From an optimization exercise on the open Yosys and OpenROAD flow, aimed at small area; shortcuts taken in it are not production practice. Only simulation tests tie the RTL to the original design; equivalence was not proved.

==> flow/design.v (outline; a module is shown in full before it is edited, if it fits) <==
// module _latency: 27 lines
// module interpolator_raw: 937 lines
// module mxn: 6 lines
// module fa: 6 lines
// module mj: 6 lines
// module ha: 6 lines
// module han: 7 lines
// module kp: 7 lines
// module or2: 6 lines
// module xor2: 6 lines
// module xnor2: 6 lines
module  interpolator_raw #
(
    parameter D_width = 6
)
(
    input clk,rst,
    input clk_en,
    input din_valid,
    input din_last,
    input [D_width-1:0]dx,dy,
    input [7:0] lu,ru,ld,rd,
    output dout_valid,
    output dout_last,
    output [7:0] p
);
  // ...
==> flow/flow/run.sh <==
#!/bin/bash
# The standard layout (the standard.sh: ORFS synthesis to final layout),
# with two changes:
#  - each port gets a sky130_fd_sc_hd__buf_1 buffer instead of the larger
#    delay cell buffer_ports picks by default;
#  - clock tree synthesis builds its tree from clkbuf_4 and adds no dummy
#    loads.
# All of make's output goes to standard.log in this folder; ORFS writes each
# tool's own log under orfs/logs/.
set -euo pipefail
bash standard.sh \
  "BUFFER_PORTS_ARGS=-buffer_cell sky130_fd_sc_hd__buf_1" \
  "CTS_ARGS=-sink_clustering_enable -repair_clock_nets -dont_use_dummy_load -root_buf sky130_fd_sc_hd__clkbuf_4 -buf_list sky130_fd_sc_hd__clkbuf_4" \
  finish > standard.log 2>&1
==> flow/standard.sh <==
#!/bin/bash
# synth_recipe.tcl (not shown) runs the flow's synth.tcl, then flattens the netlist and writes it again
# the make line also repeats each setting of config.mk as NAME=value (left out here)
make -C /OpenROAD-flow-scripts/flow DESIGN_CONFIG=/design/flow/config.mk WORK_HOME=/design/flow/orfs CLKGATE_MAP_FILE= SYNTH_SCRIPT=/design/flow/synth_recipe.tcl "${@:-finish}"
==> flow/config.mk <==
export PLATFORM = sky130hd
export DESIGN_NAME = interpolator_raw
export DESIGN_NICKNAME = interpolator_raw
export VERILOG_FILES = /design/flow/design.v
export SDC_FILE = /design/flow/constraint.sdc
export NUM_CORES = 4
export LEC_CHECK = 0
export CAP_MARGIN = 20
export CORE_MARGIN = 2
export CORE_UTILIZATION = 60
export GPL_ROUTABILITY_DRIVEN = 0
export GPL_TIMING_DRIVEN = 0
export PLACE_DENSITY = 0.75
export SLEW_MARGIN = 20
export SYNTH_HIERARCHICAL = 1
export SYNTH_MINIMUM_KEEP_SIZE = 0
==> flow/constraint.sdc <==
create_clock -name core_clock -period 5.0 [get_ports {clk}]
set_input_delay 1.0000 -clock core_clock [delete_from_list [all_inputs] [get_ports {clk}]]
set_output_delay 1.0000 -clock core_clock [all_outputs]
set_load 0.01 [all_outputs]
==> summary.txt, run 1 <==
status timing/DRC/antenna clean; simple-gate share of the synthesized area 0.0374; core footprint 0.0103 mm^2; Final min period 4.77 ns; Die X 107 um; Resized Gates After CTS 6; placed insts 694; Slew headroom 0.544; DIE HEIGHT 107 um; met3 Use GR 0.0553; layout cells sized above 1 0.0737; ys flop type edfxtp_1; WS Path Type input pin to flip-flop; total CTS buffers 9; met1 WL 5.38 mm; Tcrit/Tclk final 0.953; grt total ovfl 0; FF+latch count, synth 66; clkbuf count 9; RSZ-0062 raised after global routing false; WL met2 6.85 mm; NonClk Buf Share 0.0398; Multi-In Gates 416; largest family of logic cells by synthesized area adder cells; cell depth of the worst setup path 14; CP bufs+invs 2
==> run 2: changes to the inputs <==
==> flow/design.v (replaced) <==
`timescale 1ns / 1ps
module _latency #(
    parameter Latency = 7,
    parameter DATA_Width = 8,
    parameter RST_Enable = 1
)
(
    input clk,rst,clk_en,
    input [DATA_Width-1:0] din,
    output [DATA_Width-1:0] dout 
);
reg [DATA_Width-1:0] _delay [Latency-1:0];
integer i;
always @(posedge clk) begin
    if(clk_en) begin
        for(i=0; i<Latency-1; i=i+1)
            _delay[i+1] <= _delay[i];
        _delay[0] <= din;
    end
    if(RST_Enable) begin
        if(rst) begin
            for(i=0; i<Latency-1; i=i+1)
                _delay[i] <= 0;
        end
    end
end
assign dout = _delay[Latency-1];
endmodule
`timescale 1ns / 1ps
module  interpolator_raw #
(
    parameter D_width = 6
)
(
    input clk,rst,
    input clk_en,
    input din_valid,
    input din_last,
    input [D_width-1:0]dx,dy,
    input [7:0] lu,ru,ld,rd,
    output dout_valid,
    output dout_last,
    output [7:0] p
);
wire [5:0] dx_n = ~dx;
wire xap1;
mxn u_xap1 (.s(dx[0]), .sn(dx_n[0]), .l(lu[0]), .r(ru[0]), .y(xap1));
wire xap2;
mxn u_xap2 (.s(dx[0]), .sn(dx_n[0]), .l(lu[1]), .r(ru[1]), .y(xap2));
wire xap3;
mxn u_xap3 (.s(dx[0]), .sn(dx_n[0]), .l(lu[2]), .r(ru[2]), .y(xap3));
wire xap4;
mxn u_xap4 (.s(dx[0]), .sn(dx_n[0]), .l(lu[3]), .r(ru[3]), .y(xap4));
wire xap5;
mxn u_xap5 (.s(dx[0]), .sn(dx_n[0]), .l(lu[4]), .r(ru[4]), .y(xap5));
wire xap6;
mxn u_xap6 (.s(dx[0]), .sn(dx_n[0]), .l(lu[5]), .r(ru[5]), .y(xap6));
wire xap7;
mxn u_xap7 (.s(dx[0]), .sn(dx_n[0]), .l(lu[6]), .r(ru[6]), .y(xap7));
wire xap8;
mxn u_xap8 (.s(dx[0]), .sn(dx_n[0]), .l(lu[7]), .r(ru[7]), .y(xap8));
wire xap9;
mxn u_xap9 (.s(dx[1]), .sn(dx_n[1]), .l(lu[0]), .r(ru[0]), .y(xap9));
wire xap10;
mxn u_xap10 (.s(dx[1]), .sn(dx_n[1]), .l(lu[1]), .r(ru[1]), .y(xap10));
wire xap11;
mxn u_xap11 (.s(dx[1]), .sn(dx_n[1]), .l(lu[2]), .r(ru[2]), .y(xap11));
wire xap12;
mxn u_xap12 (.s(dx[1]), .sn(dx_n[1]), .l(lu[3]), .r(ru[3]), .y(xap12));
wire xap13;
mxn u_xap13 (.s(dx[1]), .sn(dx_n[1]), .l(lu[4]), .r(ru[4]), .y(xap13));
wire xap14;
mxn u_xap14 (.s(dx[1]), .sn(dx_n[1]), .l(lu[5]), .r(ru[5]), .y(xap14));
wire xap15;
mxn u_xap15 (.s(dx[1]), .sn(dx_n[1]), .l(lu[6]), .r(ru[6]), .y(xap15));
wire xap16;
mxn u_xap16 (.s(dx[1]), .sn(dx_n[1]), .l(lu[7]), .r(ru[7]), .y(xap16));
wire xap17;
mxn u_xap17 (.s(dx[2]), .sn(dx_n[2]), .l(lu[0]), .r(ru[0]), .y(xap17));
wire xap18;
mxn u_xap18 (.s(dx[2]), .sn(dx_n[2]), .l(lu[1]), .r(ru[1]), .y(xap18));
wire xap19;
mxn u_xap19 (.s(dx[2]), .sn(dx_n[2]), .l(lu[2]), .r(ru[2]), .y(xap19));
wire xap20;
mxn u_xap20 (.s(dx[2]), .sn(dx_n[2]), .l(lu[3]), .r(ru[3]), .y(xap20));
wire xap21;
mxn u_xap21 (.s(dx[2]), .sn(dx_n[2]), .l(lu[4]), .r(ru[4]), .y(xap21));
wire xap22;
mxn u_xap22 (.s(dx[2]), .sn(dx_n[2]), .l(lu[5]), .r(ru[5]), .y(xap22));
wire xap23;
mxn u_xap23 (.s(dx[2]), .sn(dx_n[2]), .l(lu[6]), .r(ru[6]), .y(xap23));
wire xap24;
mxn u_xap24 (.s(dx[2]), .sn(dx_n[2]), .l(lu[7]), .r(ru[7]), .y(xap24));
wire xap25;
mxn u_xap25 (.s(dx[3]), .sn(dx_n[3]), .l(lu[0]), .r(ru[0]), .y(xap25));
wire xap26;
mxn u_xap26 (.s(dx[3]), .sn(dx_n[3]), .l(lu[1]), .r(ru[1]), .y(xap26));
wire xap27;
mxn u_xap27 (.s(dx[3]), .sn(dx_n[3]), .l(lu[2]), .r(ru[2]), .y(xap27));
wire xap28;
mxn u_xap28 (.s(dx[3]), .sn(dx_n[3]), .l(lu[3]), .r(ru[3]), .y(xap28));
wire xap29;
mxn u_xap29 (.s(dx[3]), .sn(dx_n[3]), .l(lu[4]), .r(ru[4]), .y(xap29));
wire xap30;
mxn u_xap30 (.s(dx[3]), .sn(dx_n[3]), .l(lu[5]), .r(ru[5]), .y(xap30));
wire xap31;
mxn u_xap31 (.s(dx[3]), .sn(dx_n[3]), .l(lu[6]), .r(ru[6]), .y(xap31));
wire xap32;
mxn u_xap32 (.s(dx[3]), .sn(dx_n[3]), .l(lu[7]), .r(ru[7]), .y(xap32));
wire xap33;
mxn u_xap33 (.s(dx[4]), .sn(dx_n[4]), .l(lu[0]), .r(ru[0]), .y(xap33));
wire xap34;
mxn u_xap34 (.s(dx[4]), .sn(dx_n[4]), .l(lu[1]), .r(ru[1]), .y(xap34));
wire xap35;
mxn u_xap35 (.s(dx[4]), .sn(dx_n[4]), .l(lu[2]), .r(ru[2]), .y(xap35));
wire xap36;
mxn u_xap36 (.s(dx[4]), .sn(dx_n[4]), .l(lu[3]), .r(ru[3]), .y(xap36));
wire xap37;
mxn u_xap37 (.s(dx[4]), .sn(dx_n[4]), .l(lu[4]), .r(ru[4]), .y(xap37));
wire xap38;
mxn u_xap38 (.s(dx[4]), .sn(dx_n[4]), .l(lu[5]), .r(ru[5]), .y(xap38));
wire xap39;
mxn u_xap39 (.s(dx[4]), .sn(dx_n[4]), .l(lu[6]), .r(ru[6]), .y(xap39));
wire xap40;
mxn u_xap40 (.s(dx[4]), .sn(dx_n[4]), .l(lu[7]), .r(ru[7]), .y(xap40));
wire xap41;
mxn u_xap41 (.s(dx[5]), .sn(dx_n[5]), .l(lu[0]), .r(ru[0]), .y(xap41));
wire xap42;
mxn u_xap42 (.s(dx[5]), .sn(dx_n[5]), .l(lu[1]), .r(ru[1]), .y(xap42));
wire xap43;
mxn u_xap43 (.s(dx[5]), .sn(dx_n[5]), .l(lu[2]), .r(ru[2]), .y(xap43));
wire xap44;
mxn u_xap44 (.s(dx[5]), .sn(dx_n[5]), .l(lu[3]), .r(ru[3]), .y(xap44));
wire xap45;
mxn u_xap45 (.s(dx[5]), .sn(dx_n[5]), .l(lu[4]), .r(ru[4]), .y(xap45));
wire xap46;
mxn u_xap46 (.s(dx[5]), .sn(dx_n[5]), .l(lu[5]), .r(ru[5]), .y(xap46));
wire xap47;
mxn u_xap47 (.s(dx[5]), .sn(dx_n[5]), .l(lu[6]), .r(ru[6]), .y(xap47));
wire xap48;
mxn u_xap48 (.s(dx[5]), .sn(dx_n[5]), .l(lu[7]), .r(ru[7]), .y(xap48));
wire xas50, xac49;
fa u_xas50 (.a(xap10), .b(xap17), .ci(xap3), .s(xas50), .co(xac49));
wire xas52, xac51;
fa u_xas52 (.a(xap11), .b(xap18), .ci(xap25), .s(xas52), .co(xac51));
wire xas54, xac53;
fa u_xas54 (.a(xap4), .b(xac49), .ci(xas52), .s(xas54), .co(xac53));
wire xas56, xac55;
fa u_xas56 (.a(xap12), .b(xap19), .ci(xap26), .s(xas56), .co(xac55));
wire xas58, xac57;
fa u_xas58 (.a(xap33), .b(xap5), .ci(xac51), .s(xas58), .co(xac57));
wire xas60, xac59;
fa u_xas60 (.a(xas56), .b(xac53), .ci(xas58), .s(xas60), .co(xac59));
wire xas62, xac61;
fa u_xas62 (.a(xap13), .b(xap20), .ci(xap27), .s(xas62), .co(xac61));
wire xas64, xac63;
fa u_xas64 (.a(xap34), .b(xap41), .ci(xap6), .s(xas64), .co(xac63));
wire xas66, xac65;
fa u_xas66 (.a(xac55), .b(xas62), .ci(xas64), .s(xas66), .co(xac65));
wire xas68, xac67;
fa u_xas68 (.a(xac57), .b(xas66), .ci(xac59), .s(xas68), .co(xac67));
wire xas70, xac69;
fa u_xas70 (.a(xap14), .b(xap21), .ci(xap28), .s(xas70), .co(xac69));
wire xas72, xac71;
fa u_xas72 (.a(xap35), .b(xap42), .ci(xap7), .s(xas72), .co(xac71));
wire xas74, xac73;
fa u_xas74 (.a(xac61), .b(xac63), .ci(xas70), .s(xas74), .co(xac73));
wire xas76, xac75;
fa u_xas76 (.a(xas72), .b(xac65), .ci(xas74), .s(xas76), .co(xac75));
wire xas78, xac77;
fa u_xas78 (.a(xap15), .b(xap22), .ci(xap29), .s(xas78), .co(xac77));
wire xas80, xac79;
fa u_xas80 (.a(xap36), .b(xap43), .ci(xap8), .s(xas80), .co(xac79));
wire xas82, xac81;
fa u_xas82 (.a(xac69), .b(xac71), .ci(xas78), .s(xas82), .co(xac81));
wire xas84, xac83;
fa u_xas84 (.a(xas80), .b(xac73), .ci(xas82), .s(xas84), .co(xac83));
wire xas86, xac85;
fa u_xas86 (.a(xap16), .b(xap23), .ci(xap30), .s(xas86), .co(xac85));
wire xas88, xac87;
fa u_xas88 (.a(xap37), .b(xap44), .ci(xac77), .s(xas88), .co(xac87));
wire xas90, xac89;
fa u_xas90 (.a(xac79), .b(xas86), .ci(xac81), .s(xas90), .co(xac89));
wire xas92, xac91;
fa u_xas92 (.a(xas88), .b(xac83), .ci(xas90), .s(xas92), .co(xac91));
wire xas94, xac93;
fa u_xas94 (.a(xap24), .b(xap31), .ci(xap38), .s(xas94), .co(xac93));
wire xas96, xac95;
fa u_xas96 (.a(xap45), .b(xac85), .ci(xas94), .s(xas96), .co(xac95));
wire xas98, xac97;
fa u_xas98 (.a(xac87), .b(xas96), .ci(xac89), .s(xas98), .co(xac97));
wire xas100, xac99;
fa u_xas100 (.a(xap32), .b(xap39), .ci(xap46), .s(xas100), .co(xac99));
wire xas102, xac101;
fa u_xas102 (.a(xac93), .b(xas100), .ci(xac95), .s(xas102), .co(xac101));
wire xas104, xac103;
fa u_xas104 (.a(xap40), .b(xap47), .ci(xac99), .s(xas104), .co(xac103));
wire xak105, xap106;
or2 u_xak105 (.a(xap2), .b(xap9), .y(xak105));
xor2 u_xap106 (.a(xap2), .b(xap9), .y(xap106));
wire xak107 = xas50;
wire xap108 = 1'b1;
wire xak109 = xas54;
wire xap110 = 1'b1;
wire xak111 = xas60;
wire xap112 = 1'b1;
wire xak113 = xas68;
wire xap114 = 1'b1;
wire xak115, xap116;
kp u_xak115 (.a(xas76), .b(xac67), .k(xak115), .p(xap116));
wire xak117, xap118;
kp u_xak117 (.a(xac75), .b(xas84), .k(xak117), .p(xap118));
wire xak119 = xas92;
wire xap120 = 1'b1;
wire xak121, xap122;
kp u_xak121 (.a(xac91), .b(xas98), .k(xak121), .p(xap122));
wire xak123, xap124;
kp u_xak123 (.a(xas102), .b(xac97), .k(xak123), .p(xap124));
wire xak125, xap126;
kp u_xak125 (.a(xas104), .b(xac101), .k(xak125), .p(xap126));
wire xak127, xap128;
kp u_xak127 (.a(xap48), .b(xac103), .k(xak127), .p(xap128));
wire xak129 = 1'b1;
wire xap130 = 1'b0;
wire xaK131 = xak107 | (xap108 & xak105);
wire xaP132 = xap108 & xap106;
wire xaK133 = xak111 | (xap112 & xak109);
wire xaP134 = xap112 & xap110;
wire xaK135 = xak115 | (xap116 & xak113);
wire xaP136 = xap116 & xap114;
wire xaK137 = xak119 | (xap120 & xak117);
wire xaP138 = xap120 & xap118;
wire xaK139 = xak123 | (xap124 & xak121);
wire xaP140 = xap124 & xap122;
wire xaK141 = xak127 | (xap128 & xak125);
wire xaP142 = xap128 & xap126;
wire xaK143 = xaK133 | (xaP134 & xaK131);
wire xaP144 = xaP134 & xaP132;
wire xaK145 = xaK137 | (xaP138 & xaK135);
wire xaP146 = xaP138 & xaP136;
wire xaK147 = xaK141 | (xaP142 & xaK139);
wire xaP148 = xaP142 & xaP140;
wire xaK149 = xaK145 | (xaP146 & xaK143);
wire xaP150 = xaP146 & xaP144;
wire xaK151 = xaK147 | (xaP148 & xaK149);
wire xaP152 = xaP148 & xaP150;
wire xaK153 = xaK135 | (xaP136 & xaK143);
wire xaP154 = xaP136 & xaP144;
wire xaK155 = xaK139 | (xaP140 & xaK149);
wire xaP156 = xaP140 & xaP150;
wire xaK157 = xak109 | (xap110 & xaK131);
wire xaP158 = xap110 & xaP132;
wire xaK159 = xak113 | (xap114 & xaK143);
wire xaP160 = xap114 & xaP144;
wire xaK161 = xak117 | (xap118 & xaK153);
wire xaP162 = xap118 & xaP154;
wire xaK163 = xak121 | (xap122 & xaK149);
wire xaP164 = xap122 & xaP150;
wire xaK165 = xak125 | (xap126 & xaK155);
wire xaP166 = xap126 & xaP156;
wire xaK167 = xak129 | (xap130 & xaK151);
wire xaP168 = xap130 & xaP152;
wire xao169;
xor2 u_xao169 (.a(xas50), .b(xak105), .y(xao169));
wire xao170;
xor2 u_xao170 (.a(xas54), .b(xaK131), .y(xao170));
wire xao171;
xor2 u_xao171 (.a(xas60), .b(xaK157), .y(xao171));
wire xao172;
xor2 u_xao172 (.a(xas68), .b(xaK143), .y(xao172));
wire xao173;
xnor2 u_xao173 (.a(xap116), .b(xaK159), .y(xao173));
wire xao174;
xnor2 u_xao174 (.a(xap118), .b(xaK153), .y(xao174));
wire xao175;
xor2 u_xao175 (.a(xas92), .b(xaK161), .y(xao175));
wire xao176;
xnor2 u_xao176 (.a(xap122), .b(xaK149), .y(xao176));
wire xao177;
xnor2 u_xao177 (.a(xap124), .b(xaK163), .y(xao177));
wire xao178;
xnor2 u_xao178 (.a(xap126), .b(xaK155), .y(xao178));
wire xao179;
xnor2 u_xao179 (.a(xap128), .b(xaK165), .y(xao179));
wire xbp180;
mxn u_xbp180 (.s(dx[0]), .sn(dx_n[0]), .l(ld[0]), .r(rd[0]), .y(xbp180));
wire xbp181;
mxn u_xbp181 (.s(dx[0]), .sn(dx_n[0]), .l(ld[1]), .r(rd[1]), .y(xbp181));
wire xbp182;
mxn u_xbp182 (.s(dx[0]), .sn(dx_n[0]), .l(ld[2]), .r(rd[2]), .y(xbp182));
wire xbp183;
mxn u_xbp183 (.s(dx[0]), .sn(dx_n[0]), .l(ld[3]), .r(rd[3]), .y(xbp183));
wire xbp184;
mxn u_xbp184 (.s(dx[0]), .sn(dx_n[0]), .l(ld[4]), .r(rd[4]), .y(xbp184));
wire xbp185;
mxn u_xbp185 (.s(dx[0]), .sn(dx_n[0]), .l(ld[5]), .r(rd[5]), .y(xbp185));
wire xbp186;
mxn u_xbp186 (.s(dx[0]), .sn(dx_n[0]), .l(ld[6]), .r(rd[6]), .y(xbp186));
wire xbp187;
mxn u_xbp187 (.s(dx[0]), .sn(dx_n[0]), .l(ld[7]), .r(rd[7]), .y(xbp187));
wire xbp188;
mxn u_xbp188 (.s(dx[1]), .sn(dx_n[1]), .l(ld[0]), .r(rd[0]), .y(xbp188));
wire xbp189;
mxn u_xbp189 (.s(dx[1]), .sn(dx_n[1]), .l(ld[1]), .r(rd[1]), .y(xbp189));
wire xbp190;
mxn u_xbp190 (.s(dx[1]), .sn(dx_n[1]), .l(ld[2]), .r(rd[2]), .y(xbp190));
wire xbp191;
mxn u_xbp191 (.s(dx[1]), .sn(dx_n[1]), .l(ld[3]), .r(rd[3]), .y(xbp191));
wire xbp192;
mxn u_xbp192 (.s(dx[1]), .sn(dx_n[1]), .l(ld[4]), .r(rd[4]), .y(xbp192));
wire xbp193;
mxn u_xbp193 (.s(dx[1]), .sn(dx_n[1]), .l(ld[5]), .r(rd[5]), .y(xbp193));
wire xbp194;
mxn u_xbp194 (.s(dx[1]), .sn(dx_n[1]), .l(ld[6]), .r(rd[6]), .y(xbp194));
wire xbp195;
mxn u_xbp195 (.s(dx[1]), .sn(dx_n[1]), .l(ld[7]), .r(rd[7]), .y(xbp195));
wire xbp196;
mxn u_xbp196 (.s(dx[2]), .sn(dx_n[2]), .l(ld[0]), .r(rd[0]), .y(xbp196));
wire xbp197;
mxn u_xbp197 (.s(dx[2]), .sn(dx_n[2]), .l(ld[1]), .r(rd[1]), .y(xbp197));
wire xbp198;
mxn u_xbp198 (.s(dx[2]), .sn(dx_n[2]), .l(ld[2]), .r(rd[2]), .y(xbp198));
wire xbp199;
mxn u_xbp199 (.s(dx[2]), .sn(dx_n[2]), .l(ld[3]), .r(rd[3]), .y(xbp199));
wire xbp200;
mxn u_xbp200 (.s(dx[2]), .sn(dx_n[2]), .l(ld[4]), .r(rd[4]), .y(xbp200));
wire xbp201;
mxn u_xbp201 (.s(dx[2]), .sn(dx_n[2]), .l(ld[5]), .r(rd[5]), .y(xbp201));
wire xbp202;
mxn u_xbp202 (.s(dx[2]), .sn(dx_n[2]), .l(ld[6]), .r(rd[6]), .y(xbp202));
wire xbp203;
mxn u_xbp203 (.s(dx[2]), .sn(dx_n[2]), .l(ld[7]), .r(rd[7]), .y(xbp203));
wire xbp204;
mxn u_xbp204 (.s(dx[3]), .sn(dx_n[3]), .l(ld[0]), .r(rd[0]), .y(xbp204));
wire xbp205;
mxn u_xbp205 (.s(dx[3]), .sn(dx_n[3]), .l(ld[1]), .r(rd[1]), .y(xbp205));
wire xbp206;
mxn u_xbp206 (.s(dx[3]), .sn(dx_n[3]), .l(ld[2]), .r(rd[2]), .y(xbp206));
wire xbp207;
mxn u_xbp207 (.s(dx[3]), .sn(dx_n[3]), .l(ld[3]), .r(rd[3]), .y(xbp207));
wire xbp208;
mxn u_xbp208 (.s(dx[3]), .sn(dx_n[3]), .l(ld[4]), .r(rd[4]), .y(xbp208));
wire xbp209;
mxn u_xbp209 (.s(dx[3]), .sn(dx_n[3]), .l(ld[5]), .r(rd[5]), .y(xbp209));
wire xbp210;
mxn u_xbp210 (.s(dx[3]), .sn(dx_n[3]), .l(ld[6]), .r(rd[6]), .y(xbp210));
wire xbp211;
mxn u_xbp211 (.s(dx[3]), .sn(dx_n[3]), .l(ld[7]), .r(rd[7]), .y(xbp211));
wire xbp212;
mxn u_xbp212 (.s(dx[4]), .sn(dx_n[4]), .l(ld[0]), .r(rd[0]), .y(xbp212));
wire xbp213;
mxn u_xbp213 (.s(dx[4]), .sn(dx_n[4]), .l(ld[1]), .r(rd[1]), .y(xbp213));
wire xbp214;
mxn u_xbp214 (.s(dx[4]), .sn(dx_n[4]), .l(ld[2]), .r(rd[2]), .y(xbp214));
wire xbp215;
mxn u_xbp215 (.s(dx[4]), .sn(dx_n[4]), .l(ld[3]), .r(rd[3]), .y(xbp215));
wire xbp216;
mxn u_xbp216 (.s(dx[4]), .sn(dx_n[4]), .l(ld[4]), .r(rd[4]), .y(xbp216));
wire xbp217;
mxn u_xbp217 (.s(dx[4]), .sn(dx_n[4]), .l(ld[5]), .r(rd[5]), .y(xbp217));
wire xbp218;
mxn u_xbp218 (.s(dx[4]), .sn(dx_n[4]), .l(ld[6]), .r(rd[6]), .y(xbp218));
wire xbp219;
mxn u_xbp219 (.s(dx[4]), .sn(dx_n[4]), .l(ld[7]), .r(rd[7]), .y(xbp219));
wire xbp220;
mxn u_xbp220 (.s(dx[5]), .sn(dx_n[5]), .l(ld[0]), .r(rd[0]), .y(xbp220));
wire xbp221;
mxn u_xbp221 (.s(dx[5]), .sn(dx_n[5]), .l(ld[1]), .r(rd[1]), .y(xbp221));
wire xbp222;
mxn u_xbp222 (.s(dx[5]), .sn(dx_n[5]), .l(ld[2]), .r(rd[2]), .y(xbp222));
wire xbp223;
mxn u_xbp223 (.s(dx[5]), .sn(dx_n[5]), .l(ld[3]), .r(rd[3]), .y(xbp223));
wire xbp224;
mxn u_xbp224 (.s(dx[5]), .sn(dx_n[5]), .l(ld[4]), .r(rd[4]), .y(xbp224));
wire xbp225;
mxn u_xbp225 (.s(dx[5]), .sn(dx_n[5]), .l(ld[5]), .r(rd[5]), .y(xbp225));
wire xbp226;
mxn u_xbp226 (.s(dx[5]), .sn(dx_n[5]), .l(ld[6]), .r(rd[6]), .y(xbp226));
wire xbp227;
mxn u_xbp227 (.s(dx[5]), .sn(dx_n[5]), .l(ld[7]), .r(rd[7]), .y(xbp227));
wire xbs229, xbc228;
fa u_xbs229 (.a(xbp182), .b(xbp189), .ci(xbp196), .s(xbs229), .co(xbc228));
wire xbs231, xbc230;
fa u_xbs231 (.a(xbp183), .b(xbp190), .ci(xbp197), .s(xbs231), .co(xbc230));
wire xbs233, xbc232;
fa u_xbs233 (.a(xbp204), .b(xbc228), .ci(xbs231), .s(xbs233), .co(xbc232));
wire xbs235, xbc234;
fa u_xbs235 (.a(xbp184), .b(xbp191), .ci(xbp198), .s(xbs235), .co(xbc234));
wire xbs237, xbc236;
fa u_xbs237 (.a(xbp205), .b(xbp212), .ci(xbc230), .s(xbs237), .co(xbc236));
wire xbs239, xbc238;
fa u_xbs239 (.a(xbs235), .b(xbc232), .ci(xbs237), .s(xbs239), .co(xbc238));
wire xbs241, xbc240;
fa u_xbs241 (.a(xbp185), .b(xbp192), .ci(xbp199), .s(xbs241), .co(xbc240));
wire xbs243, xbc242;
fa u_xbs243 (.a(xbp206), .b(xbp213), .ci(xbp220), .s(xbs243), .co(xbc242));
wire xbs245, xbc244;
fa u_xbs245 (.a(xbc234), .b(xbs241), .ci(xbs243), .s(xbs245), .co(xbc244));
wire xbs247, xbc246;
fa u_xbs247 (.a(xbc236), .b(xbs245), .ci(xbc238), .s(xbs247), .co(xbc246));
wire xbs249, xbc248;
fa u_xbs249 (.a(xbp186), .b(xbp193), .ci(xbp200), .s(xbs249), .co(xbc248));
wire xbs251, xbc250;
fa u_xbs251 (.a(xbp207), .b(xbp214), .ci(xbp221), .s(xbs251), .co(xbc250));
wire xbs253, xbc252;
fa u_xbs253 (.a(xbc240), .b(xbc242), .ci(xbs249), .s(xbs253), .co(xbc252));
wire xbs255, xbc254;
fa u_xbs255 (.a(xbs251), .b(xbc244), .ci(xbs253), .s(xbs255), .co(xbc254));
wire xbs257, xbc256;
fa u_xbs257 (.a(xbp187), .b(xbp194), .ci(xbp201), .s(xbs257), .co(xbc256));
wire xbs259, xbc258;
fa u_xbs259 (.a(xbp208), .b(xbp215), .ci(xbp222), .s(xbs259), .co(xbc258));
wire xbs261, xbc260;
fa u_xbs261 (.a(xbc248), .b(xbc250), .ci(xbs257), .s(xbs261), .co(xbc260));
wire xbs263, xbc262;
fa u_xbs263 (.a(xbs259), .b(xbc252), .ci(xbs261), .s(xbs263), .co(xbc262));
wire xbs265, xbc264;
fa u_xbs265 (.a(xbp195), .b(xbp202), .ci(xbp209), .s(xbs265), .co(xbc264));
wire xbs267, xbc266;
fa u_xbs267 (.a(xbp216), .b(xbp223), .ci(xbc256), .s(xbs267), .co(xbc266));
wire xbs269, xbc268;
fa u_xbs269 (.a(xbc258), .b(xbs265), .ci(xbc260), .s(xbs269), .co(xbc268));
wire xbs271, xbc270;
fa u_xbs271 (.a(xbs267), .b(xbc262), .ci(xbs269), .s(xbs271), .co(xbc270));
wire xbs273, xbc272;
fa u_xbs273 (.a(xbp203), .b(xbp210), .ci(xbp217), .s(xbs273), .co(xbc272));
wire xbs275, xbc274;
fa u_xbs275 (.a(xbp224), .b(xbc264), .ci(xbs273), .s(xbs275), .co(xbc274));
wire xbs277, xbc276;
fa u_xbs277 (.a(xbc266), .b(xbs275), .ci(xbc268), .s(xbs277), .co(xbc276));
wire xbs279, xbc278;
fa u_xbs279 (.a(xbp211), .b(xbp218), .ci(xbp225), .s(xbs279), .co(xbc278));
wire xbs281, xbc280;
fa u_xbs281 (.a(xbc272), .b(xbs279), .ci(xbc274), .s(xbs281), .co(xbc280));
wire xbs283, xbc282;
fa u_xbs283 (.a(xbp219), .b(xbp226), .ci(xbc278), .s(xbs283), .co(xbc282));
wire xbk284, xbp285;
or2 u_xbk284 (.a(xbp181), .b(xbp188), .y(xbk284));
xor2 u_xbp285 (.a(xbp181), .b(xbp188), .y(xbp285));
wire xbk286 = xbs229;
wire xbp287 = 1'b1;
wire xbk288 = xbs233;
wire xbp289 = 1'b1;
wire xbk290 = xbs239;
wire xbp291 = 1'b1;
wire xbk292 = xbs247;
wire xbp293 = 1'b1;
wire xbk294, xbp295;
kp u_xbk294 (.a(xbs255), .b(xbc246), .k(xbk294), .p(xbp295));
wire xbk296, xbp297;
kp u_xbk296 (.a(xbc254), .b(xbs263), .k(xbk296), .p(xbp297));
wire xbk298 = xbs271;
wire xbp299 = 1'b1;
wire xbk300, xbp301;
kp u_xbk300 (.a(xbc270), .b(xbs277), .k(xbk300), .p(xbp301));
wire xbk302, xbp303;
kp u_xbk302 (.a(xbs281), .b(xbc276), .k(xbk302), .p(xbp303));
wire xbk304, xbp305;
kp u_xbk304 (.a(xbs283), .b(xbc280), .k(xbk304), .p(xbp305));
wire xbk306, xbp307;
kp u_xbk306 (.a(xbp227), .b(xbc282), .k(xbk306), .p(xbp307));
wire xbk308 = 1'b1;
wire xbp309 = 1'b0;
wire xbK310 = xbk286 | (xbp287 & xbk284);
wire xbP311 = xbp287 & xbp285;
wire xbK312 = xbk290 | (xbp291 & xbk288);
wire xbP313 = xbp291 & xbp289;
wire xbK314 = xbk294 | (xbp295 & xbk292);
wire xbP315 = xbp295 & xbp293;
wire xbK316 = xbk298 | (xbp299 & xbk296);
wire xbP317 = xbp299 & xbp297;
wire xbK318 = xbk302 | (xbp303 & xbk300);
wire xbP319 = xbp303 & xbp301;
wire xbK320 = xbk306 | (xbp307 & xbk304);
wire xbP321 = xbp307 & xbp305;
wire xbK322 = xbK312 | (xbP313 & xbK310);
wire xbP323 = xbP313 & xbP311;
wire xbK324 = xbK316 | (xbP317 & xbK314);
wire xbP325 = xbP317 & xbP315;
wire xbK326 = xbK320 | (xbP321 & xbK318);
wire xbP327 = xbP321 & xbP319;
wire xbK328 = xbK324 | (xbP325 & xbK322);
wire xbP329 = xbP325 & xbP323;
wire xbK330 = xbK326 | (xbP327 & xbK328);
wire xbP331 = xbP327 & xbP329;
wire xbK332 = xbK314 | (xbP315 & xbK322);
wire xbP333 = xbP315 & xbP323;
wire xbK334 = xbK318 | (xbP319 & xbK328);
wire xbP335 = xbP319 & xbP329;
wire xbK336 = xbk288 | (xbp289 & xbK310);
wire xbP337 = xbp289 & xbP311;
wire xbK338 = xbk292 | (xbp293 & xbK322);
wire xbP339 = xbp293 & xbP323;
wire xbK340 = xbk296 | (xbp297 & xbK332);
wire xbP341 = xbp297 & xbP333;
wire xbK342 = xbk300 | (xbp301 & xbK328);
wire xbP343 = xbp301 & xbP329;
wire xbK344 = xbk304 | (xbp305 & xbK334);
wire xbP345 = xbp305 & xbP335;
wire xbK346 = xbk308 | (xbp309 & xbK330);
wire xbP347 = xbp309 & xbP331;
wire xbo348;
xor2 u_xbo348 (.a(xbs229), .b(xbk284), .y(xbo348));
wire xbo349;
xor2 u_xbo349 (.a(xbs233), .b(xbK310), .y(xbo349));
wire xbo350;
xor2 u_xbo350 (.a(xbs239), .b(xbK336), .y(xbo350));
wire xbo351;
xor2 u_xbo351 (.a(xbs247), .b(xbK322), .y(xbo351));
wire xbo352;
xnor2 u_xbo352 (.a(xbp295), .b(xbK338), .y(xbo352));
wire xbo353;
xnor2 u_xbo353 (.a(xbp297), .b(xbK332), .y(xbo353));
wire xbo354;
xor2 u_xbo354 (.a(xbs271), .b(xbK340), .y(xbo354));
wire xbo355;
xnor2 u_xbo355 (.a(xbp301), .b(xbK328), .y(xbo355));
wire xbo356;
xnor2 u_xbo356 (.a(xbp303), .b(xbK342), .y(xbo356));
wire xbo357;
xnor2 u_xbo357 (.a(xbp305), .b(xbK334), .y(xbo357));
wire xbo358;
xnor2 u_xbo358 (.a(xbp307), .b(xbK344), .y(xbo358));
wire [13:0] a = {~xaK151, xao179, xao178, xao177, xao176, xao175, xao174, xao173, xao172, xao171, xao170, xao169, xap106, ~xap1};
wire [13:0] b = {~xbK330, xbo358, xbo357, xbo356, xbo355, xbo354, xbo353, xbo352, xbo351, xbo350, xbo349, xbo348, xbp285, ~xbp180};
reg [13:0] a_1, b_1;
reg [5:0] dy_1;
always @ (posedge clk)
    if (clk_en) begin
        a_1 <= a;
        b_1 <= b;
        dy_1 <= dy;
    end
wire [5:0] dy_1_n = ~dy_1;
wire yp359;
mxn u_yp359 (.s(dy_1[0]), .sn(dy_1_n[0]), .l(a_1[0]), .r(b_1[0]), .y(yp359));
wire yp360;
mxn u_yp360 (.s(dy_1[0]), .sn(dy_1_n[0]), .l(a_1[1]), .r(b_1[1]), .y(yp360));
wire yp361;
mxn u_yp361 (.s(dy_1[0]), .sn(dy_1_n[0]), .l(a_1[2]), .r(b_1[2]), .y(yp361));
wire yp362;
mxn u_yp362 (.s(dy_1[0]), .sn(dy_1_n[0]), .l(a_1[3]), .r(b_1[3]), .y(yp362));
wire yp363;
mxn u_yp363 (.s(dy_1[0]), .sn(dy_1_n[0]), .l(a_1[4]), .r(b_1[4]), .y(yp363));
wire yp364;
mxn u_yp364 (.s(dy_1[0]), .sn(dy_1_n[0]), .l(a_1[5]), .r(b_1[5]), .y(yp364));
wire yp365;
mxn u_yp365 (.s(dy_1[0]), .sn(dy_1_n[0]), .l(a_1[6]), .r(b_1[6]), .y(yp365));
wire yp366;
mxn u_yp366 (.s(dy_1[0]), .sn(dy_1_n[0]), .l(a_1[7]), .r(b_1[7]), .y(yp366));
wire yp367;
mxn u_yp367 (.s(dy_1[0]), .sn(dy_1_n[0]), .l(a_1[8]), .r(b_1[8]), .y(yp367));
wire yp368;
mxn u_yp368 (.s(dy_1[0]), .sn(dy_1_n[0]), .l(a_1[9]), .r(b_1[9]), .y(yp368));
wire yp369;
mxn u_yp369 (.s(dy_1[0]), .sn(dy_1_n[0]), .l(a_1[10]), .r(b_1[10]), .y(yp369));
wire yp370;
mxn u_yp370 (.s(dy_1[0]), .sn(dy_1_n[0]), .l(a_1[11]), .r(b_1[11]), .y(yp370));
wire yp371;
mxn u_yp371 (.s(dy_1[0]), .sn(dy_1_n[0]), .l(a_1[12]), .r(b_1[12]), .y(yp371));
wire yp372;
mxn u_yp372 (.s(dy_1[0]), .sn(dy_1_n[0]), .l(a_1[13]), .r(b_1[13]), .y(yp372));
wire yp373;
mxn u_yp373 (.s(dy_1[1]), .sn(dy_1_n[1]), .l(a_1[0]), .r(b_1[0]), .y(yp373));
wire yp374;
mxn u_yp374 (.s(dy_1[1]), .sn(dy_1_n[1]), .l(a_1[1]), .r(b_1[1]), .y(yp374));
wire yp375;
mxn u_yp375 (.s(dy_1[1]), .sn(dy_1_n[1]), .l(a_1[2]), .r(b_1[2]), .y(yp375));
wire yp376;
mxn u_yp376 (.s(dy_1[1]), .sn(dy_1_n[1]), .l(a_1[3]), .r(b_1[3]), .y(yp376));
wire yp377;
mxn u_yp377 (.s(dy_1[1]), .sn(dy_1_n[1]), .l(a_1[4]), .r(b_1[4]), .y(yp377));
wire yp378;
mxn u_yp378 (.s(dy_1[1]), .sn(dy_1_n[1]), .l(a_1[5]), .r(b_1[5]), .y(yp378));
wire yp379;
mxn u_yp379 (.s(dy_1[1]), .sn(dy_1_n[1]), .l(a_1[6]), .r(b_1[6]), .y(yp379));
wire yp380;
mxn u_yp380 (.s(dy_1[1]), .sn(dy_1_n[1]), .l(a_1[7]), .r(b_1[7]), .y(yp380));
wire yp381;
mxn u_yp381 (.s(dy_1[1]), .sn(dy_1_n[1]), .l(a_1[8]), .r(b_1[8]), .y(yp381));
wire yp382;
mxn u_yp382 (.s(dy_1[1]), .sn(dy_1_n[1]), .l(a_1[9]), .r(b_1[9]), .y(yp382));
wire yp383;
mxn u_yp383 (.s(dy_1[1]), .sn(dy_1_n[1]), .l(a_1[10]), .r(b_1[10]), .y(yp383));
wire yp384;
mxn u_yp384 (.s(dy_1[1]), .sn(dy_1_n[1]), .l(a_1[11]), .r(b_1[11]), .y(yp384));
wire yp385;
mxn u_yp385 (.s(dy_1[1]), .sn(dy_1_n[1]), .l(a_1[12]), .r(b_1[12]), .y(yp385));
wire yp386;
mxn u_yp386 (.s(dy_1[1]), .sn(dy_1_n[1]), .l(a_1[13]), .r(b_1[13]), .y(yp386));
wire yp387;
mxn u_yp387 (.s(dy_1[2]), .sn(dy_1_n[2]), .l(a_1[0]), .r(b_1[0]), .y(yp387));
wire yp388;
mxn u_yp388 (.s(dy_1[2]), .sn(dy_1_n[2]), .l(a_1[1]), .r(b_1[1]), .y(yp388));
wire yp389;
mxn u_yp389 (.s(dy_1[2]), .sn(dy_1_n[2]), .l(a_1[2]), .r(b_1[2]), .y(yp389));
wire yp390;
mxn u_yp390 (.s(dy_1[2]), .sn(dy_1_n[2]), .l(a_1[3]), .r(b_1[3]), .y(yp390));
wire yp391;
mxn u_yp391 (.s(dy_1[2]), .sn(dy_1_n[2]), .l(a_1[4]), .r(b_1[4]), .y(yp391));
wire yp392;
mxn u_yp392 (.s(dy_1[2]), .sn(dy_1_n[2]), .l(a_1[5]), .r(b_1[5]), .y(yp392));
wire yp393;
mxn u_yp393 (.s(dy_1[2]), .sn(dy_1_n[2]), .l(a_1[6]), .r(b_1[6]), .y(yp393));
wire yp394;
mxn u_yp394 (.s(dy_1[2]), .sn(dy_1_n[2]), .l(a_1[7]), .r(b_1[7]), .y(yp394));
wire yp395;
mxn u_yp395 (.s(dy_1[2]), .sn(dy_1_n[2]), .l(a_1[8]), .r(b_1[8]), .y(yp395));
wire yp396;
mxn u_yp396 (.s(dy_1[2]), .sn(dy_1_n[2]), .l(a_1[9]), .r(b_1[9]), .y(yp396));
wire yp397;
mxn u_yp397 (.s(dy_1[2]), .sn(dy_1_n[2]), .l(a_1[10]), .r(b_1[10]), .y(yp397));
wire yp398;
mxn u_yp398 (.s(dy_1[2]), .sn(dy_1_n[2]), .l(a_1[11]), .r(b_1[11]), .y(yp398));
wire yp399;
mxn u_yp399 (.s(dy_1[2]), .sn(dy_1_n[2]), .l(a_1[12]), .r(b_1[12]), .y(yp399));
wire yp400;
mxn u_yp400 (.s(dy_1[2]), .sn(dy_1_n[2]), .l(a_1[13]), .r(b_1[13]), .y(yp400));
wire yp401;
mxn u_yp401 (.s(dy_1[3]), .sn(dy_1_n[3]), .l(a_1[0]), .r(b_1[0]), .y(yp401));
wire yp402;
mxn u_yp402 (.s(dy_1[3]), .sn(dy_1_n[3]), .l(a_1[1]), .r(b_1[1]), .y(yp402));
wire yp403;
mxn u_yp403 (.s(dy_1[3]), .sn(dy_1_n[3]), .l(a_1[2]), .r(b_1[2]), .y(yp403));
wire yp404;
mxn u_yp404 (.s(dy_1[3]), .sn(dy_1_n[3]), .l(a_1[3]), .r(b_1[3]), .y(yp404));
wire yp405;
mxn u_yp405 (.s(dy_1[3]), .sn(dy_1_n[3]), .l(a_1[4]), .r(b_1[4]), .y(yp405));
wire yp406;
mxn u_yp406 (.s(dy_1[3]), .sn(dy_1_n[3]), .l(a_1[5]), .r(b_1[5]), .y(yp406));
wire yp407;
mxn u_yp407 (.s(dy_1[3]), .sn(dy_1_n[3]), .l(a_1[6]), .r(b_1[6]), .y(yp407));
wire yp408;
mxn u_yp408 (.s(dy_1[3]), .sn(dy_1_n[3]), .l(a_1[7]), .r(b_1[7]), .y(yp408));
wire yp409;
mxn u_yp409 (.s(dy_1[3]), .sn(dy_1_n[3]), .l(a_1[8]), .r(b_1[8]), .y(yp409));
wire yp410;
mxn u_yp410 (.s(dy_1[3]), .sn(dy_1_n[3]), .l(a_1[9]), .r(b_1[9]), .y(yp410));
wire yp411;
mxn u_yp411 (.s(dy_1[3]), .sn(dy_1_n[3]), .l(a_1[10]), .r(b_1[10]), .y(yp411));
wire yp412;
mxn u_yp412 (.s(dy_1[3]), .sn(dy_1_n[3]), .l(a_1[11]), .r(b_1[11]), .y(yp412));
wire yp413;
mxn u_yp413 (.s(dy_1[3]), .sn(dy_1_n[3]), .l(a_1[12]), .r(b_1[12]), .y(yp413));
wire yp414;
mxn u_yp414 (.s(dy_1[3]), .sn(dy_1_n[3]), .l(a_1[13]), .r(b_1[13]), .y(yp414));
wire yp415;
mxn u_yp415 (.s(dy_1[4]), .sn(dy_1_n[4]), .l(a_1[0]), .r(b_1[0]), .y(yp415));
wire yp416;
mxn u_yp416 (.s(dy_1[4]), .sn(dy_1_n[4]), .l(a_1[1]), .r(b_1[1]), .y(yp416));
wire yp417;
mxn u_yp417 (.s(dy_1[4]), .sn(dy_1_n[4]), .l(a_1[2]), .r(b_1[2]), .y(yp417));
wire yp418;
mxn u_yp418 (.s(dy_1[4]), .sn(dy_1_n[4]), .l(a_1[3]), .r(b_1[3]), .y(yp418));
wire yp419;
mxn u_yp419 (.s(dy_1[4]), .sn(dy_1_n[4]), .l(a_1[4]), .r(b_1[4]), .y(yp419));
wire yp420;
mxn u_yp420 (.s(dy_1[4]), .sn(dy_1_n[4]), .l(a_1[5]), .r(b_1[5]), .y(yp420));
wire yp421;
mxn u_yp421 (.s(dy_1[4]), .sn(dy_1_n[4]), .l(a_1[6]), .r(b_1[6]), .y(yp421));
wire yp422;
mxn u_yp422 (.s(dy_1[4]), .sn(dy_1_n[4]), .l(a_1[7]), .r(b_1[7]), .y(yp422));
wire yp423;
mxn u_yp423 (.s(dy_1[4]), .sn(dy_1_n[4]), .l(a_1[8]), .r(b_1[8]), .y(yp423));
wire yp424;
mxn u_yp424 (.s(dy_1[4]), .sn(dy_1_n[4]), .l(a_1[9]), .r(b_1[9]), .y(yp424));
wire yp425;
mxn u_yp425 (.s(dy_1[4]), .sn(dy_1_n[4]), .l(a_1[10]), .r(b_1[10]), .y(yp425));
wire yp426;
mxn u_yp426 (.s(dy_1[4]), .sn(dy_1_n[4]), .l(a_1[11]), .r(b_1[11]), .y(yp426));
wire yp427;
mxn u_yp427 (.s(dy_1[4]), .sn(dy_1_n[4]), .l(a_1[12]), .r(b_1[12]), .y(yp427));
wire yp428;
mxn u_yp428 (.s(dy_1[4]), .sn(dy_1_n[4]), .l(a_1[13]), .r(b_1[13]), .y(yp428));
wire yp429;
mxn u_yp429 (.s(dy_1[5]), .sn(dy_1_n[5]), .l(a_1[0]), .r(b_1[0]), .y(yp429));
wire yp430;
mxn u_yp430 (.s(dy_1[5]), .sn(dy_1_n[5]), .l(a_1[1]), .r(b_1[1]), .y(yp430));
wire yp431;
mxn u_yp431 (.s(dy_1[5]), .sn(dy_1_n[5]), .l(a_1[2]), .r(b_1[2]), .y(yp431));
wire yp432;
mxn u_yp432 (.s(dy_1[5]), .sn(dy_1_n[5]), .l(a_1[3]), .r(b_1[3]), .y(yp432));
wire yp433;
mxn u_yp433 (.s(dy_1[5]), .sn(dy_1_n[5]), .l(a_1[4]), .r(b_1[4]), .y(yp433));
wire yp434;
mxn u_yp434 (.s(dy_1[5]), .sn(dy_1_n[5]), .l(a_1[5]), .r(b_1[5]), .y(yp434));
wire yp435;
mxn u_yp435 (.s(dy_1[5]), .sn(dy_1_n[5]), .l(a_1[6]), .r(b_1[6]), .y(yp435));
wire yp436;
mxn u_yp436 (.s(dy_1[5]), .sn(dy_1_n[5]), .l(a_1[7]), .r(b_1[7]), .y(yp436));
wire yp437;
mxn u_yp437 (.s(dy_1[5]), .sn(dy_1_n[5]), .l(a_1[8]), .r(b_1[8]), .y(yp437));
wire yp438;
mxn u_yp438 (.s(dy_1[5]), .sn(dy_1_n[5]), .l(a_1[9]), .r(b_1[9]), .y(yp438));
wire yp439;
mxn u_yp439 (.s(dy_1[5]), .sn(dy_1_n[5]), .l(a_1[10]), .r(b_1[10]), .y(yp439));
wire yp440;
mxn u_yp440 (.s(dy_1[5]), .sn(dy_1_n[5]), .l(a_1[11]), .r(b_1[11]), .y(yp440));
wire yp441;
mxn u_yp441 (.s(dy_1[5]), .sn(dy_1_n[5]), .l(a_1[12]), .r(b_1[12]), .y(yp441));
wire yp442;
mxn u_yp442 (.s(dy_1[5]), .sn(dy_1_n[5]), .l(a_1[13]), .r(b_1[13]), .y(yp442));
wire ys444, yc443;
fa u_ys444 (.a(yp361), .b(yp374), .ci(yp387), .s(ys444), .co(yc443));
wire ys446, yc445;
fa u_ys446 (.a(yp362), .b(yp375), .ci(yp388), .s(ys446), .co(yc445));
wire ys448, yc447;
fa u_ys448 (.a(yp401), .b(yc443), .ci(ys446), .s(ys448), .co(yc447));
wire ys450, yc449;
fa u_ys450 (.a(yp363), .b(yp376), .ci(yp389), .s(ys450), .co(yc449));
wire ys452, yc451;
fa u_ys452 (.a(yp402), .b(yp415), .ci(yc445), .s(ys452), .co(yc451));
wire ys454, yc453;
fa u_ys454 (.a(ys450), .b(yc447), .ci(ys452), .s(ys454), .co(yc453));
wire ys456, yc455;
fa u_ys456 (.a(yp364), .b(yp377), .ci(yp390), .s(ys456), .co(yc455));
wire ys458, yc457;
fa u_ys458 (.a(yp403), .b(yp416), .ci(yp429), .s(ys458), .co(yc457));
wire ys460, yc459;
fa u_ys460 (.a(yc449), .b(ys456), .ci(ys458), .s(ys460), .co(yc459));
wire ys462, yc461;
fa u_ys462 (.a(yc451), .b(ys460), .ci(yc453), .s(ys462), .co(yc461));
wire ys464, yc463;
fa u_ys464 (.a(yp365), .b(yp378), .ci(yp391), .s(ys464), .co(yc463));
wire ys466, yc465;
fa u_ys466 (.a(yp404), .b(yp417), .ci(yp430), .s(ys466), .co(yc465));
wire ys468, yc467;
fa u_ys468 (.a(yc455), .b(yc457), .ci(ys464), .s(ys468), .co(yc467));
wire ys470, yc469;
fa u_ys470 (.a(ys466), .b(yc459), .ci(ys468), .s(ys470), .co(yc469));
wire ys472, yc471;
fa u_ys472 (.a(yp366), .b(yp379), .ci(yp392), .s(ys472), .co(yc471));
wire ys474, yc473;
fa u_ys474 (.a(yp405), .b(yp418), .ci(yp431), .s(ys474), .co(yc473));
wire ys476, yc475;
fa u_ys476 (.a(yc463), .b(yc465), .ci(ys472), .s(ys476), .co(yc475));
wire ys478, yc477;
fa u_ys478 (.a(ys474), .b(yc467), .ci(ys476), .s(ys478), .co(yc477));
wire ys480, yc479;
fa u_ys480 (.a(yp367), .b(yp380), .ci(yp393), .s(ys480), .co(yc479));
wire ys482, yc481;
fa u_ys482 (.a(yp406), .b(yp419), .ci(yp432), .s(ys482), .co(yc481));
wire ys484, yc483;
fa u_ys484 (.a(yc471), .b(yc473), .ci(ys480), .s(ys484), .co(yc483));
wire ys486, yc485;
fa u_ys486 (.a(ys482), .b(yc475), .ci(ys484), .s(ys486), .co(yc485));
wire ys488, yc487;
fa u_ys488 (.a(yp368), .b(yp381), .ci(yp394), .s(ys488), .co(yc487));
wire ys490, yc489;
fa u_ys490 (.a(yp407), .b(yp420), .ci(yp433), .s(ys490), .co(yc489));
wire ys492, yc491;
fa u_ys492 (.a(yc479), .b(yc481), .ci(ys488), .s(ys492), .co(yc491));
wire ys494, yc493;
fa u_ys494 (.a(ys490), .b(yc483), .ci(ys492), .s(ys494), .co(yc493));
wire ys496, yc495;
fa u_ys496 (.a(yp369), .b(yp382), .ci(yp395), .s(ys496), .co(yc495));
wire ys498, yc497;
fa u_ys498 (.a(yp408), .b(yp421), .ci(yp434), .s(ys498), .co(yc497));
wire ys500, yc499;
fa u_ys500 (.a(yc487), .b(yc489), .ci(ys496), .s(ys500), .co(yc499));
wire ys502, yc501;
fa u_ys502 (.a(ys498), .b(yc491), .ci(ys500), .s(ys502), .co(yc501));
wire ys504, yc503;
fa u_ys504 (.a(yp370), .b(yp383), .ci(yp396), .s(ys504), .co(yc503));
wire ys506, yc505;
fa u_ys506 (.a(yp409), .b(yp422), .ci(yp435), .s(ys506), .co(yc505));
wire ys508, yc507;
fa u_ys508 (.a(yc495), .b(yc497), .ci(ys504), .s(ys508), .co(yc507));
wire ys510, yc509;
fa u_ys510 (.a(ys506), .b(yc499), .ci(ys508), .s(ys510), .co(yc509));
wire ys512, yc511;
fa u_ys512 (.a(yp371), .b(yp384), .ci(yp397), .s(ys512), .co(yc511));
wire ys514, yc513;
fa u_ys514 (.a(yp410), .b(yp423), .ci(yp436), .s(ys514), .co(yc513));
wire ys516, yc515;
fa u_ys516 (.a(yc503), .b(yc505), .ci(ys512), .s(ys516), .co(yc515));
wire ys518, yc517;
fa u_ys518 (.a(ys514), .b(yc507), .ci(ys516), .s(ys518), .co(yc517));
wire ys520, yc519;
fa u_ys520 (.a(yp372), .b(yp385), .ci(yp398), .s(ys520), .co(yc519));
wire ys522, yc521;
fa u_ys522 (.a(yp411), .b(yp424), .ci(yp437), .s(ys522), .co(yc521));
wire ys524, yc523;
fa u_ys524 (.a(yc511), .b(yc513), .ci(ys520), .s(ys524), .co(yc523));
wire ys526, yc525;
fa u_ys526 (.a(ys522), .b(yc515), .ci(ys524), .s(ys526), .co(yc525));
wire ys528, yc527;
fa u_ys528 (.a(yp386), .b(yp399), .ci(yp412), .s(ys528), .co(yc527));
wire ys530, yc529;
fa u_ys530 (.a(yp425), .b(yp438), .ci(yc519), .s(ys530), .co(yc529));
wire ys532, yc531;
fa u_ys532 (.a(yc521), .b(ys528), .ci(yc523), .s(ys532), .co(yc531));
wire ys534, yc533;
fa u_ys534 (.a(ys530), .b(yc525), .ci(ys532), .s(ys534), .co(yc533));
wire ys536, yc535;
fa u_ys536 (.a(yp400), .b(yp413), .ci(yp426), .s(ys536), .co(yc535));
wire ys538, yc537;
fa u_ys538 (.a(yp439), .b(yc527), .ci(ys536), .s(ys538), .co(yc537));
wire ys540, yc539;
fa u_ys540 (.a(yc529), .b(ys538), .ci(yc531), .s(ys540), .co(yc539));
wire ys542, yc541;
fa u_ys542 (.a(yp414), .b(yp427), .ci(yp440), .s(ys542), .co(yc541));
wire ys544, yc543;
fa u_ys544 (.a(yc535), .b(ys542), .ci(yc537), .s(ys544), .co(yc543));
wire ys546, yc545;
fa u_ys546 (.a(yp428), .b(yp441), .ci(yc541), .s(ys546), .co(yc545));
wire yk547, yp548;
or2 u_yk547 (.a(yp360), .b(yp373), .y(yk547));
xor2 u_yp548 (.a(yp360), .b(yp373), .y(yp548));
wire yk549 = ys444;
wire yp550 = 1'b1;
wire yk551 = ys448;
wire yp552 = 1'b1;
wire yk553 = ys454;
wire yp554 = 1'b1;
wire yk555 = ys462;
wire yp556 = 1'b1;
wire yk557, yp558;
kp u_yk557 (.a(ys470), .b(yc461), .k(yk557), .p(yp558));
wire yk559, yp560;
kp u_yk559 (.a(yc469), .b(ys478), .k(yk559), .p(yp560));
wire yk561, yp562;
kp u_yk561 (.a(yc477), .b(ys486), .k(yk561), .p(yp562));
wire yk563, yp564;
kp u_yk563 (.a(yc485), .b(ys494), .k(yk563), .p(yp564));
wire yk565, yp566;
kp u_yk565 (.a(yc493), .b(ys502), .k(yk565), .p(yp566));
wire yk567, yp568;
kp u_yk567 (.a(yc501), .b(ys510), .k(yk567), .p(yp568));
wire yk569, yp570;
kp u_yk569 (.a(yc509), .b(ys518), .k(yk569), .p(yp570));
wire yk571, yp572;
kp u_yk571 (.a(yc517), .b(ys526), .k(yk571), .p(yp572));
wire yk573 = ys534;
wire yp574 = 1'b1;
wire yk575, yp576;
kp u_yk575 (.a(yc533), .b(ys540), .k(yk575), .p(yp576));
wire yk577, yp578;
kp u_yk577 (.a(ys544), .b(yc539), .k(yk577), .p(yp578));
wire yk579, yp580;
kp u_yk579 (.a(ys546), .b(yc543), .k(yk579), .p(yp580));
wire yk581, yp582;
kp u_yk581 (.a(yp442), .b(yc545), .k(yk581), .p(yp582));
wire yk583 = 1'b1;
wire yp584 = 1'b0;
wire yK585 = yk549 | (yp550 & yk547);
wire yP586 = yp550 & yp548;
wire yK587 = yk553 | (yp554 & yk551);
wire yP588 = yp554 & yp552;
wire yK589 = yk557 | (yp558 & yk555);
wire yP590 = yp558 & yp556;
wire yK591 = yk561 | (yp562 & yk559);
wire yP592 = yp562 & yp560;
wire yK593 = yk565 | (yp566 & yk563);
wire yP594 = yp566 & yp564;
wire yK595 = yk569 | (yp570 & yk567);
wire yP596 = yp570 & yp568;
wire yK597 = yk573 | (yp574 & yk571);
wire yP598 = yp574 & yp572;
wire yK599 = yk577 | (yp578 & yk575);
wire yP600 = yp578 & yp576;
wire yK601 = yk581 | (yp582 & yk579);
wire yP602 = yp582 & yp580;
wire yK603 = yK587 | (yP588 & yK585);
wire yP604 = yP588 & yP586;
wire yK605 = yK591 | (yP592 & yK589);
wire yP606 = yP592 & yP590;
wire yK607 = yK595 | (yP596 & yK593);
wire yP608 = yP596 & yP594;
wire yK609 = yK599 | (yP600 & yK597);
wire yP610 = yP600 & yP598;
wire yK611 = yK605 | (yP606 & yK603);
wire yP612 = yP606 & yP604;
wire yK613 = yK609 | (yP610 & yK607);
wire yP614 = yP610 & yP608;
wire yK615 = yK613 | (yP614 & yK611);
wire yP616 = yP614 & yP612;
wire yK617 = yK607 | (yP608 & yK611);
wire yP618 = yP608 & yP612;
wire yK619 = yK589 | (yP590 & yK603);
wire yP620 = yP590 & yP604;
wire yK621 = yK593 | (yP594 & yK611);
wire yP622 = yP594 & yP612;
wire yK623 = yK597 | (yP598 & yK617);
wire yP624 = yP598 & yP618;
wire yK625 = yK601 | (yP602 & yK615);
wire yP626 = yP602 & yP616;
wire yK627 = yk551 | (yp552 & yK585);
wire yP628 = yp552 & yP586;
wire yK629 = yk555 | (yp556 & yK603);
wire yP630 = yp556 & yP604;
wire yK631 = yk559 | (yp560 & yK619);
wire yP632 = yp560 & yP620;
wire yK633 = yk563 | (yp564 & yK611);
wire yP634 = yp564 & yP612;
wire yK635 = yk567 | (yp568 & yK621);
wire yP636 = yp568 & yP622;
wire yK637 = yk571 | (yp572 & yK617);
wire yP638 = yp572 & yP618;
wire yK639 = yk575 | (yp576 & yK623);
wire yP640 = yp576 & yP624;
wire yK641 = yk579 | (yp580 & yK615);
wire yP642 = yp580 & yP616;
wire yK643 = yk583 | (yp584 & yK625);
wire yP644 = yp584 & yP626;
wire yo645;
xnor2 u_yo645 (.a(yp570), .b(yK635), .y(yo645));
wire yo646;
xnor2 u_yo646 (.a(yp572), .b(yK617), .y(yo646));
wire yo647;
xor2 u_yo647 (.a(ys534), .b(yK637), .y(yo647));
wire yo648;
xnor2 u_yo648 (.a(yp576), .b(yK623), .y(yo648));
wire yo649;
xnor2 u_yo649 (.a(yp578), .b(yK639), .y(yo649));
wire yo650;
xnor2 u_yo650 (.a(yp580), .b(yK615), .y(yo650));
wire yo651;
xnor2 u_yo651 (.a(yp582), .b(yK641), .y(yo651));
wire [7:0] s_hi = {~yK625, yo651, yo650, yo649, yo648, yo647, yo646, yo645};
reg [7:0] p2, p3, p4;
always @ (posedge clk)
    if (clk_en) begin
        p2 <= s_hi;
        p3 <= p2;
        p4 <= p3;
    end
assign p = p4;
reg [3:0] v, l;
always @ (posedge clk) begin
    if (clk_en) begin
        v <= {v[2:0], din_valid};
        l <= {l[2:0], din_last};
    end
    if (rst)
        v[2:0] <= 3'b0;
end
assign dout_valid = v[3];
assign dout_last = l[3];
endmodule
module mxn (
    input s, sn, l, r,
    output y
);
assign y = ~((s | l) & (sn | r));
endmodule
module fa (
    input a, b, ci,
    output s, co
);
assign {co, s} = a + b + ci;
endmodule
module mj (
    input a, b, c,
    output y
);
assign y = (a & b) | (a & c) | (b & c);
endmodule
module ha (
    input a, b,
    output s, co
);
assign {co, s} = a + b;
endmodule
module han (
    input a, b,
    output s, co
);
assign s = ~(a ^ b);
assign co = a | b;
endmodule
module kp (
    input a, b,
    output k, p
);
assign k = a & b;
assign p = a ^ b;
endmodule
module or2 (
    input a, b,
    output y
);
assign y = a | b;
endmodule
module xor2 (
    input a, b,
    output y
);
assign y = a ^ b;
endmodule
module xnor2 (
    input a, b,
    output y
);
assign y = ~(a ^ b);
endmodule
==> run 2 against run 1 <==
Still clean on timing, DRC and antenna. Area after synthesis decreased by 0.65%. Setup slack got worse by 0.074 ns. Hold slack gained 0.014 ns. Cell area down 0.78%. Register-to-register slack worse by 0.03 ns. Clock skew down 0.0071 ns. Critical path depth down 2. Global-route usage is 0.54 points higher. Sequential share of layout area is 0.22 points higher. Count of clock-buffer cells in the layout did not move. Critical endpoint unchanged. Largest cell class unchanged.
==> summary.txt, run 2 <==
status timing/DRC/antenna clean; Total Routing Usage GR 0.267; Cell Rows 37; fill count 771; sequential share of the synthesized area 0.307; CTS Sinks 66; Die X 107 um (-0.31%); Crit Path Max Fanout 17; CP endpoint kind flip-flop; Final nets 747; WS Path Type input pin to flip-flop; post-synthesis cell area 0.00635 mm^2; FF+latch count, synth 66 (unchanged); Synth top cells by count o22ai_1, fa_1, edfxtp_1; final setup fails 0; Clock Skew 0.0352 ns; Place WS -0.705 ns; Synth cell types 37; WL/cell 20.5 um; worst endpoint data arrival time 4.98 ns; Clock Latency Late Sink 0.41 ns; CTS H-tree depth 3; # IOs 59; grt total ovfl 0 (unchanged); final std cells w/o fill 701; instance count of the mapped netlist 493; Worst EP required 5.14 ns; drt drc 0; Least-Margin Pin Slew 0.681 ns; RSZ-0062 raised after global routing false; asr flop ratio synth 0; placed insts 688 (-0.86%); layout cells sized above 1 0.0496 (-0.0240); hold-fix buffers at CTS 0; Synth Warn # 7; initial core utilization 0.618; final hold viol count 0; area growth from synthesis to layout 8.04%; ys flop type edfxtp_1; pin count of the biggest net entering global routing 38; Hold WC Path Type flip-flop to flip-flop; post-synth top area share 0.341; Largest regs a_1 x14, b_1 x14; drt first-iter violations 400; most frequent cells in the layout o22ai_1, fa_1, edfxtp_1, buf_1, ha_1; Root Driver clkbuf_4; die area 0.0114 mm^2; drt total wl 14.4 mm; initial antenna violation count 1; Reg clk slew, reported paths 0.10 ns; Syn Area/Cell 12.9 um^2; synthesized net count 674; DP HPWL 10.8 mm; Tcrit/Tclk final 0.968 (+0.0148); Synth area leaders fa_1, edfxtp_1, o22ai_1, ha_1, xnor2_1; MaxCap Viol Count 0; startpoint types input pin; Post-synth EDFFs 63; Detailed Routing Iterations Pass 1 6; setup slack after layout 0.160 ns; port bufs 58; fmax 207 MHz; count leader, synth o22ai_1; Synth area leader fa_1; CTS tree yes; Max clock buf depth 2; Slew headroom 0.546 (+0.00259); final number of max-transition violations 0; global-route wire length before repair 24.0 mm; routed vias 4,973; core footprint 0.0103 mm^2 (-0.45%); R2R Setup Slk 0.25 ns; vias in the first global route 5,071; total CTS buffers 9 (unchanged); DIE HEIGHT 107 um (-0.31%); number of nets with antenna violations after routing 0; Final min period 4.84 ns (+0.0738 ns); commonest non-fill, non-tap cell in the layout o22ai_1; Via density 7.09
[run 2: critical path: stages]
cell	delay, ns
buf_2	0.32
inv_1	0.39
o22ai_1	0.29
fa_1	0.47
fa_1	0.40
fa_1	0.51
or4_4	0.54
or2_4	0.26
a31o_4	0.25
a21o_1	0.20
a21o_1	0.19
xnor2_1	0.14
[run 2: layout make-up]
| class | instances | area, um^2 | share of cell area |
|---|---|---|---|
| Multi-Input combinational cell | 413 | 4350 | 0.634 |
| Sequential cell | 66 | 1950 | 0.285 |
| Timing Repair Buffer | 62 | 269 | 0.0392 |
| Tap cell | 136 | 170 | 0.0248 |
| Clock buffer | 9 | 67.6 | 0.00985 |
| Inverter | 14 | 52.6 | 0.00766 |
| Antenna cell | 1 | 2.50 | 0.000365 |
[run 2: cell families after synthesis]
kind of cell,count (synthesis),share of synthesized area
adders and majority gates,132,0.388
DFF,66,0.307
AOI/OAI and AO/OA,219,0.223
xor gates and xnor gates,31,0.0428
buffers and inverters,14,0.00828
muxes,3,0.00473
and+or+nand+nor,28,0.0254
[run 2: per-layer routing]
metal / share of wire / up-vias / global-route usage
met2: 0.51 / 376 / 0.462
li1: - / 2147 / -
met4: 0.019 / 0 / 0.0909
met1: 0.38 / 2414 / 0.347
met5: 0 / - / 0
met3: 0.092 / 36 / 0.0407
[run 2: repair_timing]
action	4_1_cts	5_1_grt
gates resized for setup	6	1
cloned	0	0
setup endpoints to repair	11	7
setup buffers	2	1
[run 2: worst paths after layout]
check / start / end / cells past startpoint
setup reg to reg: dy_1[4] / p2[6] / 12
hold reg to reg: p2[5] / p3[5] / 0
hold / removal: p2[5] / p3[5] / 0
setup / recovery: dx[2] / a_1[11] / 12
[run 2: per-module statistics from Yosys (local to each module, per instance)]
module	area (um^2)	copies in the design	flops+latches
kp	12.5	24	0
xnor2	8.76	18	0
interpolator_raw	2480	1	66
or2	6.26	3	0
fa	20.0	108	0
mxn	6.26	179	0
xor2	8.76	13	0
[run 2: stage by stage]
stage	hold WS (ns)	util	setup TNS (ns)	area [um^2]
3_3_place_gp	0.401	0.655	-4.82	6740
4_1_cts	0.429	0.666	0	6850
5_1_grt	0.437	0.667	0	6860
6_report	0.429	0.667	0	6860
3_5_place_dp	0.405	0.658	-7.04	6760
2_1_floorplan	0.400	-	0	6350

[re-timing with driven ports]
No port has a modelled driver above. Below, the same layouts with a new extraction and two added sets of constraints. Step 1 sets driving cells, clkbuf_16 on the clock port and buf_2 on the other inputs (assumed; they add their load-dependent delay and slew). Step 2 adds t to the input delays and takes it off the output delays; t is the mean of the earliest and latest rising clock arrival at the registers after step 1. Input paths then give back, and output paths get back, about the clock's delay inside the block. Three values: ideal ports, drivers, drivers and shift; two values: the first two.
run	t (ns)	setup WS [ns]	worst setup path after step 2
run 1	0.423	0.234 / 0.244 / -0.179	input to register
run 2	0.423	0.160 / 0.171 / -0.252	input to register
With both steps, setup timing fails in run 1 and run 2, where it was met with ideal ports. The setup slack of run 1, which loses most, moves by +0.010 ns with the drivers and by -0.413 ns with both steps.
